This is an optimization exercise on Yosys and OpenROAD, whose aim is small area, a short achievable clock period and few clock cycles, not a production implementation.
At most, simulation tests tie the RTL to the original design; equivalence was not proved.
No driver is modelled on the clock port, so clocking that relies on it looks cheaper here than on a real chip.
No activity file was given, so power comes from the tool's default toggle rates.

==> flow/design.v (excerpt) <==
module Processor (
    clk, rst, start,
    imem_addr, imem_data,
    dmem_we, dmem_addr, dmem_wdata
  );
Size: roughly 840 cells after synthesis, roughly 68 I/O pins.
Settings: LEC_CHECK=0, CAP_MARGIN=20, CORE_MARGIN=2, CORE_UTILIZATION=50, CTS_CLUSTER_DIAMETER=100, CTS_CLUSTER_SIZE=30, PLACE_DENSITY=0.65, SETUP_SLACK_MARGIN=2.2, SLEW_MARGIN=20, SYNTH_HIERARCHICAL=1, SYNTH_MINIMUM_KEEP_SIZE=0, TNS_END_PERCENT=20; clock period 4.0 ns.
standard.sh (not shown) runs the stock make flow with config.mk's settings and CLKGATE_MAP_FILE= SYNTH_SCRIPT=/design/flow/synth_recipe.tcl, a recipe that flattens the netlist after the stock synthesis.
==> flow/flow/run.sh <==
#!/bin/bash
# The standard layout (standard.sh) with two changes:
#  - the input and output ports are buffered by a plain buffer
#    (sky130_fd_sc_hd__buf_2) instead of the cell the resizer picks by
#    itself (a delay cell);
#  - after CTS, the level of clock buffers between the root buffer and the
#    leaf buffers is removed (flatten_tree.tcl), so that the root buffer
#    drives the leaf buffers directly: a shorter clock tree, the same for
#    every register.
# Each tool's full output stays in orfs/logs/; make's output goes to
# flow_make_*.log and the tree edit's to flow_tree.log.
set -euo pipefail
export BUFFER_PORTS_ARGS="-buffer_cell sky130_fd_sc_hd__buf_2"
bash standard.sh cts > flow_make_1.log 2>&1
export CTS_ODB=orfs/results/${FLOW_PLATFORM}/Processor/base/4_cts.odb
openroad -no_init -exit flow/flatten_tree.tcl > flow_tree.log 2>&1
bash standard.sh finish > flow_make_2.log 2>&1
==> flow/flow/flatten_tree.tcl <==
# Drive the leaf clock buffers straight from the root clock buffer: each
# buffer between them is removed and its loads are moved to the root's net.
read_db $::env(CTS_ODB)
set block [ord::get_db_block]
set root [$block findInst clkbuf_0_clk]
if {$root eq "NULL"} {
  puts "no root clock buffer clkbuf_0_clk; tree left as it is"
} else {
  set rootnet [[$root findITerm X] getNet]
  set mids {}
  foreach it [$rootnet getITerms] {
    set inst [$it getInst]
    if {$inst eq $root} { continue }
    set master [[$inst getMaster] getName]
    if {[string match sky130_fd_sc_hd__clkbuf_* $master] && [string match clkbuf_* [$inst getName]]} {
      lappend mids $inst
    }
  }
  foreach mid $mids {
    set midnet [[$mid findITerm X] getNet]
    set loads {}
    foreach it [$midnet getITerms] {
      if {[$it getInst] ne $mid} { lappend loads $it }
    }
    foreach it $loads {
      $it disconnect
      $it connect $rootnet
    }
    [$mid findITerm A] disconnect
    [$mid findITerm X] disconnect
    puts "removed [$mid getName]: [llength $loads] loads moved to [$rootnet getName]"
    odb::dbInst_destroy $mid
    odb::dbNet_destroy $midnet
  }
  write_db $::env(CTS_ODB)
}
Testbench counts at the start, summed over its fixed seeds: cycles 9,893.
Edit:
- CORE_UTILIZATION: 50 -> 60
- PLACE_DENSITY: 0.65 -> 0.75
- SETUP_SLACK_MARGIN: 2.2 -> 2.1
- TNS_END_PERCENT: 20 -> unset
Cell count went down by 4.6%.
Total power went down by 0.60%.
Wire length is about the same.
Setup slack improved by 42 ps.
Sequential share of layout area increases by 0.44 points.
Design area decreases by 1.2%.
Worst hold slack is worse by 10 ps.
Fmax went up by 2.3%.
Utilization increases by 9.8 points.
Clock skew drops by 22 ps.
Edit:
- CORE_UTILIZATION: 60 -> 50
- PLACE_DENSITY: 0.75 -> 0.65
- SETUP_SLACK_MARGIN: 2.1 -> 2.3
Total power is higher by 6.5%.
Final area is higher by 9.2%.
Clock-buffer cell count is higher by 2.
Core utilization is lower by 5.4 points.
Area after synthesis stays the same.
Final cell count is higher by 9.7%.
Worst hold slack loses 3.1 ps.
First-iteration DRC count is lower by 1.2%.
Combinational power is higher by 37%.
Edit:
- SETUP_SLACK_MARGIN: 2.3 -> 1.9
Outcome:
- die area stays the same
- final cell count falls by 5.0%
- routed wire length falls by 6.6%
- global-route usage falls by 1.5 points
- power falls by 7.7%
- non-clock buffer count falls by 58
- final area falls by 9.9%
- setup slack loses 130 ps
- combinational power falls by 33%
- synthesized area does not change
- worst hold slack stays flat

---

Setup of delta:
Starting RTL as in the previous note.
export LEC_CHECK = 0
export CAP_MARGIN = 20
export CORE_MARGIN = 2
export CORE_UTILIZATION = 50
export CTS_CLUSTER_DIAMETER = 100
export CTS_CLUSTER_SIZE = 30
export PLACE_DENSITY = 0.65
export SETUP_SLACK_MARGIN = 2.0
export SLEW_MARGIN = 20
export SYNTH_HIERARCHICAL = 1
export SYNTH_MINIMUM_KEEP_SIZE = 0
create_clock -name core_clock -period 4.0 [get_ports {clk}]
Scripts as last shown in full above: flow/flow/run.sh, flow/flow/flatten_tree.tcl
Testbench counts of delta, summed over its fixed seeds: cycles 9,893.
Here is what was changed in the inputs of yarrow compared with delta.
# delta
export LEC_CHECK = 0
export CAP_MARGIN = 20
export CORE_MARGIN = 2
export CORE_UTILIZATION = 50
export CTS_CLUSTER_DIAMETER = 100
export CTS_CLUSTER_SIZE = 30
export PLACE_DENSITY = 0.65
export SETUP_SLACK_MARGIN = 2.0
export SLEW_MARGIN = 20
export SYNTH_HIERARCHICAL = 1
export SYNTH_MINIMUM_KEEP_SIZE = 0
create_clock -name core_clock -period 4.0 [get_ports {clk}]
# yarrow
export LEC_CHECK = 0
export CAP_MARGIN = 20
export CORE_MARGIN = 2
export CORE_UTILIZATION = 50
export CTS_CLUSTER_DIAMETER = 100
export CTS_CLUSTER_SIZE = 30
export PLACE_DENSITY = 0.65
export SETUP_SLACK_MARGIN = 2.4
export SLEW_MARGIN = 20
export SYNTH_HIERARCHICAL = 1
export SYNTH_MINIMUM_KEEP_SIZE = 0
create_clock -name core_clock -period 4.0 [get_ports {clk}]
==> comparison <==
- Of yarrow and delta, delta shows the higher fraction of area in registers, with yarrow below it.
- In the tables for yarrow and delta, register cell area after layout reads higher with yarrow.
- Relative to delta, yarrow degrades power.
- Compared delta against yarrow; clock skew within noise.
Edits applied to the flow inputs when going from yarrow to raven:
# yarrow
export LEC_CHECK = 0
export CAP_MARGIN = 20
export CORE_MARGIN = 2
export CORE_UTILIZATION = 50
export CTS_CLUSTER_DIAMETER = 100
export CTS_CLUSTER_SIZE = 30
export PLACE_DENSITY = 0.65
export SETUP_SLACK_MARGIN = 2.4
export SLEW_MARGIN = 20
export SYNTH_HIERARCHICAL = 1
export SYNTH_MINIMUM_KEEP_SIZE = 0
create_clock -name core_clock -period 4.0 [get_ports {clk}]
# raven
export LEC_CHECK = 0
export CAP_MARGIN = 20
export CORE_MARGIN = 2
export CORE_UTILIZATION = 50
export CTS_CLUSTER_DIAMETER = 100
export CTS_CLUSTER_SIZE = 30
export PLACE_DENSITY = 0.65
export SETUP_SLACK_MARGIN = 2.1
export SLEW_MARGIN = 20
export SYNTH_HIERARCHICAL = 1
export SYNTH_MINIMUM_KEEP_SIZE = 0
create_clock -name core_clock -period 4.0 [get_ports {clk}]
--- a/flow/flow/run.sh
+++ b/flow/flow/run.sh
@@ -2,5 +2,5 @@
 # The standard layout (standard.sh) with two changes:
 #  - the input and output ports are buffered by a plain buffer
-#    (sky130_fd_sc_hd__buf_2) instead of the cell the resizer picks by
+#    (sky130_fd_sc_hd__buf_1) instead of the cell the resizer picks by
 #    itself (a delay cell);
 #  - after CTS, the level of clock buffers between the root buffer and the
@@ -11,5 +11,5 @@
 # flow_make_*.log and the tree edit's to flow_tree.log.
 set -euo pipefail
-export BUFFER_PORTS_ARGS="-buffer_cell sky130_fd_sc_hd__buf_2"
+export BUFFER_PORTS_ARGS="-buffer_cell sky130_fd_sc_hd__buf_1"
 bash standard.sh cts > flow_make_1.log 2>&1
 export CTS_ODB=orfs/results/${FLOW_PLATFORM}/Processor/base/4_cts.odb
[summary]
Smallest hold slack for raven is lower than for yarrow.
NOTE detailed route wirelength on metal2 yarrow->raven decreased by a little under 10%
Per the comparison of raven with yarrow, post-route cell area down 0.0012 sq mm; width of the die has remained practically unchanged.

---

Processor again, from the RTL that the note above started with.
==> flow/config.mk <==
export PLATFORM = sky130hd
export DESIGN_NAME = Processor
export DESIGN_NICKNAME = Processor
export VERILOG_FILES = /design/flow/design.v
export SDC_FILE = /design/flow/constraint.sdc
export NUM_CORES = 4
export LEC_CHECK = 0
export CAP_MARGIN = 20
export CORE_MARGIN = 2
export CORE_UTILIZATION = 50
export CTS_CLUSTER_DIAMETER = 100
export CTS_CLUSTER_SIZE = 30
export PLACE_DENSITY = 0.65
export SETUP_SLACK_MARGIN = 2.2
export SLEW_MARGIN = 20
export SYNTH_HIERARCHICAL = 1
export SYNTH_MINIMUM_KEEP_SIZE = 0
export TNS_END_PERCENT = 0
==> flow/constraint.sdc <==
create_clock -name core_clock -period 4.0 [get_ports {clk}]
set_input_delay 0.8000 -clock core_clock [delete_from_list [all_inputs] [get_ports {clk}]]
set_output_delay 0.8000 -clock core_clock [all_outputs]
set_load 0.01 [all_outputs]
==> flow/flow/run.sh <==
#!/bin/bash
# The standard layout (standard.sh) with two changes:
#  - the input and output ports are buffered by a plain buffer
#    (sky130_fd_sc_hd__buf_2) instead of the cell the resizer picks by
#    itself (a delay cell);
#  - after CTS, the level of clock buffers between the root buffer and the
#    leaf buffers is removed (flatten_tree.tcl), so that the root buffer
#    drives the leaf buffers directly: a shorter clock tree, the same for
#    every register.
# Each tool's full output stays in orfs/logs/; make's output goes to
# flow_make_*.log and the tree edit's to flow_tree.log.
set -euo pipefail
export BUFFER_PORTS_ARGS="-buffer_cell sky130_fd_sc_hd__buf_2"
bash standard.sh cts > flow_make_1.log 2>&1
export CTS_ODB=orfs/results/${FLOW_PLATFORM}/Processor/base/4_cts.odb
openroad -no_init -exit flow/flatten_tree.tcl > flow_tree.log 2>&1
bash standard.sh finish > flow_make_2.log 2>&1
Scripts as last shown in full above: flow/flow/flatten_tree.tcl
Testbench counts at the start, summed over its fixed seeds: cycles 9,893.
Edit:
--- a/flow/config.mk
+++ b/flow/config.mk
@@ -12,7 +12,6 @@
 export CTS_CLUSTER_SIZE = 30
 export PLACE_DENSITY = 0.65
-export SETUP_SLACK_MARGIN = 2.2
+export SETUP_SLACK_MARGIN = 2.1
 export SLEW_MARGIN = 20
 export SYNTH_HIERARCHICAL = 1
 export SYNTH_MINIMUM_KEEP_SIZE = 0
-export TNS_END_PERCENT = 0
=> The changed run completed with no timing, DRC or antenna violations. Setup slack is better by 0.027 ns. Total power climbs by 0.37%. Non-clock buffer count stays the same. Utilization went up by 0.37 points.
Edit:
--- a/flow/config.mk
+++ b/flow/config.mk
@@ -12,5 +12,5 @@
 export CTS_CLUSTER_SIZE = 30
 export PLACE_DENSITY = 0.65
-export SETUP_SLACK_MARGIN = 2.1
+export SETUP_SLACK_MARGIN = 2.2
 export SLEW_MARGIN = 20
 export SYNTH_HIERARCHICAL = 1
Die area is unchanged.
Total power went up by 4.2%.
Global-route usage went up by 0.88 points.
Register-to-register slack improves by 0.04 ns.

---

Processor, a different RTL version from the one above (not shown whole).
For scale: about 850 cells after synthesis, ~68 I/O pins, roughly 0.010 mm2 of cells after synthesis.
Settings: LEC_CHECK=0, CAP_MARGIN=20, CORE_MARGIN=2, CORE_UTILIZATION=45, CTS_CLUSTER_DIAMETER=100, CTS_CLUSTER_SIZE=30, PLACE_DENSITY=0.65, SETUP_SLACK_MARGIN=2.25, SLEW_MARGIN=20, SYNTH_HIERARCHICAL=1, SYNTH_MINIMUM_KEEP_SIZE=0; clock period 4.0 ns.
==> flow/flow/run.sh <==
#!/bin/bash
# The standard layout (standard.sh), with the input and output ports
# buffered by a plain buffer (sky130_fd_sc_hd__buf_2) instead of the cell
# the resizer picks by itself (a delay cell). Each tool's full output stays
# in orfs/logs/; make's own output goes to flow_make.log.
set -euo pipefail
export BUFFER_PORTS_ARGS="-buffer_cell sky130_fd_sc_hd__buf_2"
bash standard.sh finish > flow_make.log 2>&1
Testbench counts at the start, summed over its fixed seeds: cycles 9,893.
Edit:
==> flow/run.sh (new file) <==
#!/bin/bash
# synth_recipe.tcl (not shown) runs the flow's synth.tcl, then flattens the netlist and writes it again
# the make line also repeats each setting of config.mk as NAME=value (left out here)
make -C /OpenROAD-flow-scripts/flow DESIGN_CONFIG=/design/flow/config.mk WORK_HOME=/design/flow/orfs CLKGATE_MAP_FILE= SYNTH_SCRIPT=/design/flow/synth_recipe.tcl finish
- CTS_CLUSTER_DIAMETER: 100 -> not set
- CTS_CLUSTER_SIZE: 30 -> not set
- SETUP_SLACK_MARGIN: 2.25 -> 2.0
removed: flow/flow/run.sh
removed: flow/standard.sh
After rerunning: Via count goes down by about 2.2%. Maximum frequency goes down by 6.6%. Worst setup slack degrades by 130 ps. Clock power goes up by about 90%.

---

Another version of the RTL of Processor (not shown whole).
Size in the first run: roughly 220 flip-flops, about 68 I/O pins.
clock: 4.0 ns
lec_check: 0
cap_margin: 20
core_margin: 2
core_utilization: 50
cts_cluster_diameter: 100
cts_cluster_size: 25
place_density: 0.65
setup_slack_margin: 2.1
slew_margin: 20
synth_hierarchical: 1
synth_minimum_keep_size: 0
==> flow/flow/run.sh <==
#!/bin/bash
# The standard layout (standard.sh) with two changes:
#  - the input and output ports are buffered by a plain buffer
#    (sky130_fd_sc_hd__buf_2) instead of the cell the resizer picks by
#    itself (a delay cell);
#  - after CTS, the level of clock buffers between the root buffer and the
#    leaf buffers is removed (flatten_tree.tcl), so that the root buffer
#    drives the leaf buffers directly: a shorter clock tree, the same for
#    every register.
# Each tool's full output stays in orfs/logs/; make's output goes to
# flow_make_*.log and the tree edit's to flow_tree.log.
set -euo pipefail
export BUFFER_PORTS_ARGS="-buffer_cell sky130_fd_sc_hd__buf_2"
bash standard.sh cts > flow_make_1.log 2>&1
export CTS_ODB=orfs/results/${FLOW_PLATFORM}/Processor/base/4_cts.odb
openroad -no_init -exit flow/flatten_tree.tcl > flow_tree.log 2>&1
bash standard.sh finish > flow_make_2.log 2>&1
Scripts as last shown in full above: flow/flow/flatten_tree.tcl
Next try:
Settings changed: SETUP_SLACK_MARGIN 2.1 to 2.05.
Result:
- wire length shrinks by 0.31%
- clock skew hardly moves
- cell area shrinks by 0.48%
- flip-flop and latch count stays the same
- setup slack degrades by 47 ps
- synthesized area stays the same
- die area does not change
- synthesized cell count stays the same
- final cell count is unchanged
- fmax shrinks by 2.5%
- via count grows by 0.31%
Next try:
Settings changed: SETUP_SLACK_MARGIN 2.05 to 2.15.
=>
- The changed run finished clean
- global-route usage went up by 0.30 points
- area after synthesis stays the same
- maximum frequency is higher by 4.0%
- first-iteration DRC count goes down by 10%
- worst setup slack gains 73 ps
- synthesized cell count does not change
- final cell count goes up by 1.1%
- routed wire length grows by 0.97%
Function was not checked in any run of this note: the RTL went through the layout flow alone.

[port drivers added, routing unchanged]
How much do the figures lean on ideal ports? The routed layouts below were timed once more, with nothing changed but the port constraints.
Step 1, drivers: a clkbuf_16 drives clk and a buf_2 each remaining input, both assumed.
Step 2 times the ports against the registers' clock, not the clock port: input delays grow and output delays shrink by t, the midpoint of the rising clock arrivals with the driver on.
Slacks: ideal ports / drivers / drivers and shift; pairs: ideal ports / drivers.
run	t, ns	setup WS [ns]	worst hold slack (ns)	slew at the worst register clock pin (ns)
the first run of note 1	0.431	2.084 / 2.084 / 1.925	0.389 / 0.389 / 0.389	0.12 / 0.12
the second run of note 1	0.441	2.127 / 2.107 / 1.914	0.378 / 0.378 / 0.378	0.11 / 0.11
the third run of note 1	0.432	2.124 / 2.124 / 2.020	0.375 / 0.375 / 0.375	0.12 / 0.12
the fourth run of note 1	0.430	1.990 / 1.990 / 1.844	0.377 / 0.377 / 0.377	0.12 / 0.12
delta	0.426	2.037 / 2.037 / 1.843	0.376 / 0.376 / 0.376	0.12 / 0.12
yarrow	0.439	2.119 / 2.097 / 2.055	0.375 / 0.375 / 0.375	0.12 / 0.12
raven	0.435	2.094 / 2.094 / 1.760	0.369 / 0.369 / 0.369	0.12 / 0.12
the first run of note 3	0.429	2.093 / 2.093 / 1.928	0.389 / 0.389 / 0.389	0.12 / 0.12
the second run of note 3	0.427	2.121 / 2.112 / 1.845	0.379 / 0.379 / 0.379	0.12 / 0.12
the third run of note 3	0.431	2.163 / 2.135 / 1.914	0.386 / 0.386 / 0.386	0.12 / 0.12
the first run of note 4	0.510	2.146 / 2.113 / 1.910	0.366 / 0.366 / 0.366	0.12 / 0.12
the second run of note 4	0.562	2.016 / 1.974 / 1.560	0.363 / 0.363 / 0.363	0.06 / 0.06
the first run of note 5	0.459	2.142 / 2.122 / 1.936	0.362 / 0.362 / 0.362	0.11 / 0.11
the second run of note 5	0.459	2.095 / 2.084 / 1.925	0.363 / 0.363 / 0.363	0.11 / 0.11
the third run of note 5	0.460	2.167 / 2.122 / 1.937	0.363 / 0.363 / 0.363	0.10 / 0.10
After both steps setup and hold are still met in every run listed. For the second run of note 4, which loses most, drivers alone change the setup slack by -0.042 ns; drivers and shift together by -0.456 ns.
